Source: an optimization exercise on an open RTL-to-GDS flow (aim: small area). Production flows keep margins and buffers that such runs may drop.
The RTL was checked by simulation tests, not by an equivalence proof against the original design.
Power and IR drop assume default switching activity.

==> flow/design.v <==
`timescale 1 ns / 1 ns  
module b14 (
   clock,
   reset,
   addr,
   datai,
   datao,
   rd,
   wr);
input   clock; 
input   reset; 
output   [31:0] addr; 
input   [31:0] datai; 
output   [31:0] datao; 
output   rd; 
output   wr; 
reg     [31:0] addr; 
reg     [31:0] datao; 
reg     rd; 
reg     wr; 
parameter FETCH = 0; 
parameter EXEC = 1; 
integer  reg0; 
integer  reg1; 
integer  reg2; 
integer  reg3; 
reg      B; 
reg     [31:0]  MAR; 
integer  MBR; 
reg     [1:0]  mf; 
reg     [2:0]  df; 
reg      cf; 
reg     [3:0]  ff; 
reg     [31:0]  tail; 
integer  IR; 
reg      state; 
integer  r; 
integer  m; 
integer  t; 
integer  d; 
integer  temp; 
reg     [1:0]  s; 
always @ (posedge clock)
   begin : process_1
   if (reset == 1'b 1)
      begin
      MAR = 0;   
      MBR = 0;   
      IR = 0;   
      d = 0;   
      r = 0;   
      m = 0;   
      s = 0;   
      temp = 0;   
      mf = 0;   
      df = 0;   
      ff = 0;   
      cf = 0;   
      tail = 0;   
      B = 1'b 0;   
      reg0 = 0;   
      reg1 = 0;   
      reg2 = 0;   
      reg3 = 0;   
      addr <= 0;   
      rd <= 1'b0;   
      wr <= 1'b0;   
      datao <= 0;   
      state = FETCH;   
      end
   else
      begin
      rd <= 1'b0;   
      wr <= 1'b0;   
      case (state)
      FETCH:
         begin
         MAR = reg3 %    2**20;   
         addr <= MAR;   
         rd <= 1'b1;   
         MBR = datai;   
         IR = MBR;   
         state = EXEC;   
         end
      EXEC:
         begin
         if (IR < 0)
            begin
            IR = -IR;   
            end
		/*verilator lint_off WIDTH*/
         mf = IR / (2**27) % 4;   
         df = IR / (2**24) % (2**3);
         ff = IR / (2**19) % (2**4);   
         cf = IR / (2**23) % 2;   
         tail = IR % 2**20;   
         reg3 = reg3 % (2**29) + 8;   
         s = IR / (2**29) % 4;   
		 /*verilator lint_off WIDTH*/
         case (s)
         0:
            begin
            r = reg0;   
            end
         1:
            begin
            r = reg1;   
            end
         2:
            begin
            r = reg2;   
            end
         3:
            begin
            r = reg3;   
            end
         endcase
         case (cf)
         1:
            begin
            case (mf)
            0:
               begin
               m = tail;   
               end
            1:
               begin
               m = datai;   
               addr <= tail;   
               rd <= 1'b1;   
               end
            2:
               begin
               addr <= (tail + reg1) % 2**20;   
               rd <= 1'b1;   
               m = datai;   
               end
            3:
               begin
               addr <= (tail + reg2) % 2**20;   
               rd <= 1'b1;   
               m = datai;   
               end
            endcase
            case (ff)
            0:
               begin
               if (r < m)
                  begin
                  B = 1'b 1;   
                  end
               else
                  begin
                  B = 1'b 0;   
                  end
               end
            1:
               begin
               if (~(r < m))
                  begin
                  B = 1'b 1;   
                  end
               else
                  begin
                  B = 1'b 0;   
                  end
               end
            2:
               begin
               if (r === m)
                  begin
                  B = 1'b 1;   
                  end
               else
                  begin
                  B = 1'b 0;   
                  end
               end
            3:
               begin
               if (~(r === m))
                  begin
                  B = 1'b 1;   
                  end
               else
                  begin
                  B = 1'b 0;   
                  end
               end
            4:
               begin
               if (~(r > m))
                  begin
                  B = 1'b 1;   
                  end
               else
                  begin
                  B = 1'b 0;   
                  end
               end
            5:
               begin
               if (r > m)
                  begin
                  B = 1'b 1;   
                  end
               else
                  begin
                  B = 1'b 0;   
                  end
               end
            6:
               begin
               if (r > (2**30) - 1)
                  begin
                  r = r - (2**30);   
                  end
               if (r < m)
                  begin
                  B = 1'b 1;   
                  end
               else
                  begin
                  B = 1'b 0;   
                  end
               end
            7:
               begin
               if (r > (2**30) - 1)
                  begin
                  r = r - (2**30);   
                  end
               if (~(r < m))
                  begin
                  B = 1'b 1;   
                  end
               else
                  begin
                  B = 1'b 0;   
                  end
               end
            8:
               begin
               if (r < m | B === 1'b 1)
                  begin
                  B = 1'b 1;   
                  end
               else
                  begin
                  B = 1'b 0;   
                  end
               end
            9:
               begin
               if (~(r < m) | B === 1'b 1)
                  begin
                  B = 1'b 1;   
                  end
               else
                  begin
                  B = 1'b 0;   
                  end
               end
            10:
               begin
               if (r === m | B === 1'b 1)
                  begin
                  B = 1'b 1;   
                  end
               else
                  begin
                  B = 1'b 0;   
                  end
               end
            11:
               begin
               if (~(r === m) | B === 1'b 1)
                  begin
                  B = 1'b 1;   
                  end
               else
                  begin
                  B = 1'b 0;   
                  end
               end
            12:
               begin
               if (~(r > m) | B === 1'b 1)
                  begin
                  B = 1'b 1;   
                  end
               else
                  begin
                  B = 1'b 0;   
                  end
               end
            13:
               begin
               if (r > m | B === 1'b 1)
                  begin
                  B = 1'b 1;   
                  end
               else
                  begin
                  B = 1'b 0;   
                  end
               end
            14:
               begin
               if (r > (2**30) - 1)
                  begin
                  r = r - (2**30);   
                  end
               if (r < m | B === 1'b 1)
                  begin
                  B = 1'b 1;   
                  end
               else
                  begin
                  B = 1'b 0;   
                  end
               end
            15:
               begin
               if (r > (2**30) - 1)
                  begin
                  r = r - (2**30);   
                  end
               if (~(r < m) | B === 1'b 1)
                  begin
                  B = 1'b 1;   
                  end
               else
                  begin
                  B = 1'b 0;   
                  end
               end
            endcase
            end
         0:
            begin
            if (~(df === 7))
               begin
               if (df === 5)
                  begin
                  if (~B === 1'b 1)
                     begin
                     d = 3;   
                     end
                  end
               else if (df === 4 )
                  begin
                  if (B === 1'b 1)
                     begin
                     d = 3;   
                     end
                  end
               else if (df === 3 )
                  begin
                  d = 3;   
                  end
               else if (df === 2 )
                  begin
                  d = 2;   
                  end
               else if (df === 1 )
                  begin
                  d = 1;   
                  end
               else if (df === 0 )
                  begin
                  d = 0;   
                  end
               case (ff)
               0:
                  begin
                  case (mf)
                  0:
                     begin
                     m = tail;   
                     end
                  1:
                     begin
                     m = datai;   
                     addr <= tail;   
                     rd <= 1'b 1;   
                     end
                  2:
                     begin
                     addr <= (tail + reg1) % 2**20;   
                     rd <= 1'b 1;   
                     m = datai;   
                     end
                  3:
                     begin
                     addr <= (tail + reg2) %  2**20;   
                     rd <= 1'b 1;   
                     m = datai;   
                     end
                  endcase
                  t = 0;   
                  case (d)
                  0:
                     begin
                     reg0 = t - m;   
                     end
                  1:
                     begin
                     reg1 = t - m;   
                     end
                  2:
                     begin
                     reg2 = t - m;   
                     end
                  3:
                     begin
                     reg3 = t - m;   
                     end
                  default:
                     ;
                  endcase
                  end
               1:
                  begin
                  case (mf)
                  0:
                     begin
                     m = tail;   
                     end
                  1:
                     begin
                     m = datai;   
                     addr <= tail;   
                     rd <= 1'b 1;   
                     end
                  2:
                     begin
                     addr <= (tail + reg1) %  2**20;   
                     rd <= 1'b 1;   
                     m = datai;   
                     end
                  3:
                     begin
                     addr <= (tail + reg2) %  2**20;   
                     rd <= 1'b 1;   
                     m = datai;   
                     end
                  endcase
                  reg2 = reg3;   
                  reg3 = m;   
                  end
               2:
                  begin
                  case (mf)
                  0:
                     begin
                     m = tail;   
                     end
                  1:
                     begin
                     m = datai;   
                     addr <= tail;   
                     rd <= 1'b 1;   
                     end
                  2:
                     begin
                     addr <= (tail + reg1) % 2**20;   
                     rd <= 1'b 1;   
                     m = datai;   
                     end
                  3:
                     begin
                     addr <= (tail + reg2) % 2**20;   
                     rd <= 1'b 1;   
                     m = datai;   
                     end
                  endcase
                  case (d)
                  0:
                     begin
                     reg0 = m;   
                     end
                  1:
                     begin
                     reg1 = m;   
                     end
                  2:
                     begin
                     reg2 = m;   
                     end
                  3:
                     begin
                     reg3 = m;   
                     end
                  default:
                     ;
                  endcase
                  end
               3:
                  begin
                  case (mf)
                  0:
                     begin
                     m = tail;   
                     end
                  1:
                     begin
                     m = datai;   
                     addr <= tail;   
                     rd <= 1'b 1;   
                     end
                  2:
                     begin
                     addr <= (tail + reg1) % 2**20;   
                     rd <= 1'b 1;   
                     m = datai;   
                     end
                  3:
                     begin
                     addr <= (tail + reg2) % 2**20;   
                     rd <= 1'b 1;   
                     m = datai;   
                     end
                  endcase
                  case (d)
                  0:
                     begin
                     reg0 = m;   
                     end
                  1:
                     begin
                     reg1 = m;   
                     end
                  2:
                     begin
                     reg2 = m;   
                     end
                  3:
                     begin
                     reg3 = m;   
                     end
                  default:
                     ;
                  endcase
                  end
               4:
                  begin
                  case (mf)
                  0:
                     begin
                     m = tail;   
                     end
                  1:
                     begin
                     m = datai;   
                     addr <= tail;   
                     rd <= 1'b 1;   
                     end
                  2:
                     begin
                     addr <= (tail + reg1) % 2**20;   
                     rd <= 1'b 1;   
                     m = datai;   
                     end
                  3:
                     begin
                     addr <= (tail + reg2) % 2**20;   
                     rd <= 1'b 1;   
                     m = datai;   
                     end
                  endcase
                  case (d)
                  0:
                     begin
                     reg0 = (r + m) % (2**30);   
                     end
                  1:
                     begin
                     reg1 = (r + m) % (2**30);   
                     end
                  2:
                     begin
                     reg2 = (r + m) % (2**30);   
                     end
                  3:
                     begin
                     reg3 = (r + m) % (2**30);   
                     end
                  default:
                     ;
                  endcase
                  end
               5:
                  begin
                  case (mf)
                  0:
                     begin
                     m = tail;   
                     end
                  1:
                     begin
                     m = datai;   
                     addr <= tail;   
                     rd <= 1'b 1;   
                     end
                  2:
                     begin
                     addr <= (tail + reg1) % 2**20;   
                     rd <= 1'b 1;   
                     m = datai;   
                     end
                  3:
                     begin
                     addr <= (tail + reg2) % 2**20;   
                     rd <= 1'b 1;   
                     m = datai;   
                     end
                  endcase
                  case (d)
                  0:
                     begin
                     reg0 = (r + m) % (2**30);   
                     end
                  1:
                     begin
                     reg1 = (r + m) % (2**30);   
                     end
                  2:
                     begin
                     reg2 = (r + m) %    (2**30);   
                     end
                  3:
                     begin
                     reg3 = (r + m) %    (2**30);   
                     end
                  default:
                     ;
                  endcase
                  end
               6:
                  begin
                  case (mf)
                  0:
                     begin
                     m = tail;   
                     end
                  1:
                     begin
                     m = datai;   
                     addr <= tail;   
                     rd <= 1'b 1;   
                     end
                  2:
                     begin
                     addr <= (tail + reg1) %    2**20;   
                     rd <= 1'b 1;   
                     m = datai;   
                     end
                  3:
                     begin
                     addr <= (tail + reg2) %    2**20;   
                     rd <= 1'b 1;   
                     m = datai;   
                     end
                  endcase
                  case (d)
                  0:
                     begin
                     reg0 = (r - m) %    (2**30);   
                     end
                  1:
                     begin
                     reg1 = (r - m) %    (2**30);   
                     end
                  2:
                     begin
                     reg2 = (r - m) %    (2**30);   
                     end
                  3:
                     begin
                     reg3 = (r - m) %    (2**30);   
                     end
                  default:
                     ;
                  endcase
                  end
               7:
                  begin
                  case (mf)
                  0:
                     begin
                     m = tail;   
                     end
                  1:
                     begin
                     m = datai;   
                     addr <= tail;   
                     rd <= 1'b 1;   
                     end
                  2:
                     begin
                     addr <= (tail + reg1) %    2**20;   
                     rd <= 1'b 1;   
                     m = datai;   
                     end
                  3:
                     begin
                     addr <= (tail + reg2) %    2**20;   
                     rd <= 1'b 1;   
                     m = datai;   
                     end
                  endcase
                  case (d)
                  0:
                     begin
                     reg0 = (r - m) %    (2**30);   
                     end
                  1:
                     begin
                     reg1 = (r - m) %    (2**30);   
                     end
                  2:
                     begin
                     reg2 = (r - m) %    (2**30);   
                     end
                  3:
                     begin
                     reg3 = (r - m) %    (2**30);   
                     end
                  default:
                     ;
                  endcase
                  end
               8:
                  begin
                  case (mf)
                  0:
                     begin
                     m = tail;   
                     end
                  1:
                     begin
                     m = datai;   
                     addr <= tail;   
                     rd <= 1'b 1;   
                     end
                  2:
                     begin
                     addr <= (tail + reg1) %    2**20;   
                     rd <= 1'b 1;   
                     m = datai;   
                     end
                  3:
                     begin
                     addr <= (tail + reg2) %    2**20;   
                     rd <= 1'b 1;   
                     m = datai;   
                     end
                  endcase
                  case (d)
                  0:
                     begin
                     reg0 = (r + m) %    (2**30);   
                     end
                  1:
                     begin
                     reg1 = (r + m) %    (2**30);   
                     end
                  2:
                     begin
                     reg2 = (r + m) %    (2**30);   
                     end
                  3:
                     begin
                     reg3 = (r + m) %    (2**30);   
                     end
                  default:
                     ;
                  endcase
                  end
               9:
                  begin
                  case (mf)
                  0:
                     begin
                     m = tail;   
                     end
                  1:
                     begin
                     m = datai;   
                     addr <= tail;   
                     rd <= 1'b 1;   
                     end
                  2:
                     begin
                     addr <= (tail + reg1) %    2**20;   
                     rd <= 1'b 1;   
                     m = datai;   
                     end
                  3:
                     begin
                     addr <= (tail + reg2) %    2**20;   
                     rd <= 1'b 1;   
                     m = datai;   
                     end
                  endcase
                  case (d)
                  0:
                     begin
                     reg0 = (r - m) %    (2**30);   
                     end
                  1:
                     begin
                     reg1 = (r - m) %    (2**30);   
                     end
                  2:
                     begin
                     reg2 = (r - m) %    (2**30);   
                     end
                  3:
                     begin
                     reg3 = (r - m) %    (2**30);   
                     end
                  default:
                     ;
                  endcase
                  end
               10:
                  begin
                  case (mf)
                  0:
                     begin
                     m = tail;   
                     end
                  1:
                     begin
                     m = datai;   
                     addr <= tail;   
                     rd <= 1'b 1;   
                     end
                  2:
                     begin
                     addr <= (tail + reg1) %    2**20;   
                     rd <= 1'b 1;   
                     m = datai;   
                     end
                  3:
                     begin
                     addr <= (tail + reg2) %    2**20;   
                     rd <= 1'b 1;   
                     m = datai;   
                     end
                  endcase
                  case (d)
                  0:
                     begin
                     reg0 = (r + m) %    (2**30);   
                     end
                  1:
                     begin
                     reg1 = (r + m) %    (2**30);   
                     end
                  2:
                     begin
                     reg2 = (r + m) %    (2**30);   
                     end
                  3:
                     begin
                     reg3 = (r + m) %    (2**30);   
                     end
                  default:
                     ;
                  endcase
                  end
               11:
                  begin
                  case (mf)
                  0:
                     begin
                     m = tail;   
                     end
                  1:
                     begin
                     m = datai;   
                     addr <= tail;   
                     rd <= 1'b 1;   
                     end
                  2:
                     begin
                     addr <= (tail + reg1) %    2**20;   
                     rd <= 1'b 1;   
                     m = datai;   
                     end
                  3:
                     begin
                     addr <= (tail + reg2) %    2**20;   
                     rd <= 1'b 1;   
                     m = datai;   
                     end
                  endcase
                  case (d)
                  0:
                     begin
                     reg0 = (r - m) %    (2**30);   
                     end
                  1:
                     begin
                     reg1 = (r - m) %    (2**30);   
                     end
                  2:
                     begin
                     reg2 = (r - m) %    (2**30);   
                     end
                  3:
                     begin
                     reg3 = (r - m) %    (2**30);   
                     end
                  default:
                     ;
                  endcase
                  end
               12:
                  begin
                  case (mf)
                  0:
                     begin
                     t = r / 2;   
                     end
                  1:
                     begin
                     t = r / 2;   
                     if (B === 1'b 1)
                        begin
                        t = t %    (2**29);   
                        end
                     end
                  2:
                     begin
                     t = r %    (2**29) * 2;   
                     end
                  3:
                     begin
                     t = r %    (2**29) * 2;   
                     if (t >    (2**30) - 1)
                        begin
                        B = 1'b 1;   
                        end
                     else
                        begin
                        B = 1'b 0;   
                        end
                     end
                  default:
                     ;
                  endcase
                  case (d)
                  0:
                     begin
                     reg0 = t;   
                     end
                  1:
                     begin
                     reg1 = t;   
                     end
                  2:
                     begin
                     reg2 = t;   
                     end
                  3:
                     begin
                     reg3 = t;   
                     end
                  default:
                     ;
                  endcase
                  end
               13,
               14,
               15:
                  ;
               endcase
               end
            else if (df === 7 )
               begin
               case (mf)
               0:
                  begin
                  m = tail;   
                  end
               1:
                  begin
                  m = tail;   
                  end
               2:
                  begin
                  m = (reg1 % 2**20) + (tail % 2**20);   
                  end
               3:
                  begin
                  m = (reg2 % 2**20) + (tail % 2**20);   
                  end
               endcase
               addr <= m % 2**20;   
               wr <= 1'b 1;   
               datao <= r;   
               end
            end
         endcase
         state = FETCH;   
         end
      endcase
      end
   end
endmodule  
==> flow/run.sh <==
#!/bin/bash
# synth_recipe.tcl (not shown) runs the flow's synth.tcl, then flattens the netlist and writes it again
# the make line also repeats each setting of config.mk as NAME=value (left out here)
make -C /OpenROAD-flow-scripts/flow DESIGN_CONFIG=/design/flow/config.mk WORK_HOME=/design/flow/orfs CLKGATE_MAP_FILE= SYNTH_SCRIPT=/design/flow/synth_recipe.tcl finish
==> flow/config.mk <==
export PLATFORM = sky130hd
export DESIGN_NAME = b14
export DESIGN_NICKNAME = b14
export VERILOG_FILES = /design/flow/design.v
export SDC_FILE = /design/flow/constraint.sdc
export NUM_CORES = 4
export LEC_CHECK = 0
export CAP_MARGIN = 20
export CORE_MARGIN = 2
export CORE_UTILIZATION = 40
export SLEW_MARGIN = 20
==> flow/constraint.sdc <==
create_clock -name core_clock -period 11.0 [get_ports {clock}]
set_input_delay 2.2000 -clock core_clock [delete_from_list [all_inputs] [get_ports {clock}]]
set_output_delay 2.2000 -clock core_clock [all_outputs]
set_load 0.01 [all_outputs]
==> summary.txt <==
The number of max-slew violations in the final report is 0. The maximum number of pins on one net before global-route repair came out at 94. A synthesized cell averages 7.199 sq um. Clock latency on the worst-skew pair, taken at its later pin, is 0.57 ns.

The normalized max-slew margin is 0.1930. By startpoint and endpoint, the worst setup path is classified as register to register. Counting distinct cell types in the post-synthesis netlist gives 103. The synthesized design spends more area on one cell type than any other, namely dfxtp_1. The slowest library cell on the worst path is or4_1. The standard-cell row count is 87. The type of the worst min-delay path is register to register. The number of enable-type register cells in the synthesized netlist came out at 0. The number of diodes added for antenna fixing came out at 0. The clock transition at the register clock pins on the worst setup and hold paths after CTS came out at 0.06 ns. The core area came out at 56170 sq um. The cell leakage power came out at 9.695 nW. The timing-limited maximum frequency is 95.30 MHz.

The length of the first detailed-routing pass in iterations is 7. STA classifies the critical path endpoint as a register. The peak ir drop on the vdd network is 113.4 uV. The synthesized netlist occupies a cell area of 22680 sq um. The number of warnings issued by yosys came out at 1. The sequential-to-total area share from yosys stat is 0.2278. The full die area came out at 58610 sq um. Setup repair after global routing left no endpoint under its margin.

Among all flip-flop cells after synthesis, the most frequent one is dfxtp_1. Across all layers, the routed design uses 26197 vias. Power spread over the standard cell area amounts to 167.6 nW/um^2. The setup skew after layout is 0.03602 ns. The root buffer cell chosen for the clock tree is clkbuf_16.

In this run the tool buffered the top-level ports with 99 buffer cells. The initial core utilization came out at 0.4037. The number of top-level pins came out at 100.

At the worst endpoint, the required time is 11.39 ns. The average detailed-routed wire length per instance is 28.03 um. By area the synthesized netlist is led by dfxtp_1 (23%), nor2_1 (6.5%), ha_1 (5.4%). The number of hold buffers added after CTS is 0. The total nets after synthesis is 3284. The maximum count of clock buffers along a single path came out at 3. The final-report hold violation count came out at 0. After routing, the total negative slack on setup checks comes to 0 ns. Data arrives at the worst endpoint at 10.88 ns. In the final design database the tool counted 3305 nets. The detail route stage leaves a number of antenna-violating nets equal to 0. Dividing the detail-routed via count by the number of cells gives 6.630.

The die outline height is 242.1 um. The estimated wirelength of the detail-placed design came out at 84290 um. The via count of the first global-routing pass came out at 23877. At the end of routability-driven placement, the weighted congestion stood at 1.031. The number of antenna violations at the first check in global routing is 0. In the final layout, the share of cells above drive strength 1 is 0.09077. The post-route DRC violation count is 0. In the synthesized netlist the async set-or-reset flop fraction comes to 0. The total setup violations reported at the end of the flow came out at 0.

The transition time of the tightest slew-check pin is 1.210 ns. In this run the number of H-tree levels came out at 2. Dividing the final minimum period by the clock period gives 0.9539. The clock net sink count came out at 258. The cell that appears most often on the critical path is or4_1.

The flop and latch count out of synthesis came out at 258. The number of maximum-capacitance constraint violations came out at 0. The initial detailed-routing violation count is 3931.

In this run, CTS created clock tree buffers numbering 34. The utilization after layout is 0.4588. The global-route wire length before repair is 160500 um. The fill cell total of the finished layout came out at 5731. TritonCTS built the clock tree.

The total wire length after detailed routing is 110700 um. The area added between synthesis and finish is 13.63%. The area fraction of the dominant cell type after synthesis came out at 0.2278. The delay of the slowest cell on the worst path came out at 0.70 ns. For the finished layout, the period the worst path requires is 10.49 ns. The run finished with no timing, DRC or antenna violations.

The width of the die is 242.1 um. STA classifies the critical path startpoint as a register. The leftover overflow at the end of global routing is 0. The critical-path maximum fanout is 21. Synthesis produced 3150 cells. Across every metal layer, demand over resource in global routing totals 0.3606.
-- cell type report --
class,count,area (sq um),area share
multi-input cells,2528,16150,0.6266
well taps,756,945.9,0.03671
inverters,139,521.8,0.02025
clock buffers,46,967.2,0.03753
flip-flops and latches,258,5166,0.2005
clock inverters,14,197.7,0.007672
repair buffers,210,1823,0.07075
-- layer usage --
layer | track usage | wire length, um
met1 | 0.4859 | 45000
met2 | 0.5402 | 46740
met3 | 0.07766 | 12240
met4 | 0.1855 | 6751
met5 | 0 | 17
-- placed cells by master (no fill, tap or decap), types with 96 or more instances in the layout --
cell / n
nand2_1: 317
nor3_1: 123
dfxtp_1: 257
buf_4: 110
inv_1: 132
ha_1: 96
o21ai_0: 175
nor2_1: 385
a21oi_1: 238
xnor2_1: 110
clkdlybuf4s50_1: 98
-- Yosys cell counts, types with 34 or more instances --
cell type	number
mux2i_1	42
o22ai_1	34
nor2_1	392
and3_1	37
a21oi_1	238
nand2_1	319
clkbuf_1	182
nor4_1	41
xor2_1	50
ha_1	97
xnor2_1	111
dfxtp_1	258
o21ai_0	175
inv_1	132
a211oi_1	89
nand3_1	85
nand4_1	41
and2_1	44
nor3_1	124
-- state kept, by name, summed over array words and instances, names as in the netlist --
name	cells
B	1
IR	32
addr	32
d	32
datao	32
rd	1
reg0	32
reg1	32
reg2	32
reg3	30
state	1
wr	1
-- report_power, final --
part           internal, mW  leakage (nW)  switching (mW)  total, mW
Clock                 0.715         0.569           0.485       1.20
Sequential            0.999          2.10          0.0732       1.07
Combinational         0.650          7.03            1.39       2.04
Total                  2.36          9.69            1.95       4.32
-- path summary, 6_finish.rpt --
check             from         to  slack [ns]  cells past startpoint
max reg2reg     IR[18]   reg1[31]        0.51                     29
min reg2reg  datao[15]  datao[15]        0.45                      2
max             IR[18]   reg1[31]        0.51                     29
min          datao[15]  datao[15]        0.45                      2
-- metrics by stage --
stage	setup WS (ns)	cells	total power [mW]	hold WS (ns)	instance area (sq um)
after global routing	0.01725	3951	4.468	0.4778	25770
after global placement	0.7053	3890	3.027	0.4384	24570
after detailed placement	0.4389	3890	3.030	0.4473	24570
after CTS	0.3737	3950	4.225	0.4585	25740
final	0.5068	3951	4.318	0.4540	25770
after floorplan	2.046	3150	2.313	0.4289	22680
-- cell families (layout without fill, tap and decap cells) --
logic type | Yosys count | after routing | share of synthesized area
mux | 90 | 90 | 0.05429
simple gates | 1240 | 1240 | 0.2628
fa+ha+maj | 100 | 100 | 0.05617
buf+inv | 364 | 409 | 0.06378
compound gates | 937 | 937 | 0.2730
xor+xnor | 161 | 161 | 0.06218
flops | 258 | 258 | 0.2278
-- timing repair --
action | 4_1_cts | 5_1_grt
gates resized for setup | 0 | 4
setup endpoints to repair | 0 | 27
setup buffers | 0 | 0
-- critical path, delay by kind of cell (launching register included) --
kind,cells,cell delay (ns)
AND/OR/NAND/NOR,11,4.00
AO/OA/AOI/OAI,13,3.99
multiplexers,2,0.92
adder cells (fa/ha/maj),2,0.91
flip-flops,1,0.39
buffers and inverters,1,0.08

-- afterwards: timing with drivers on the ports --
No port has a modelled driver above. Below, the same layout with a new extraction and two added sets of constraints. Step 1: set_driving_cell puts a clkbuf_16 on clock and a buf_2 on each other input, an assumption about the parent block. Step 2 times the ports against the registers' clock, not the clock port: input delays grow and output delays shrink by t, the midpoint of the rising clock arrivals with the driver on. Slacks: no drivers / after step 1 / after step 2; pairs: no drivers / after step 1.
t (ns): 0.617
setup slack, ns: 0.507 / 0.507 / 0.507
worst setup path at the end: register to register
worst data-port slew with drivers (ns): 0.06
After both steps this run still meets setup and hold. The setup slack of this run moves by 0.000 ns with the drivers and by 0.000 ns with both steps.
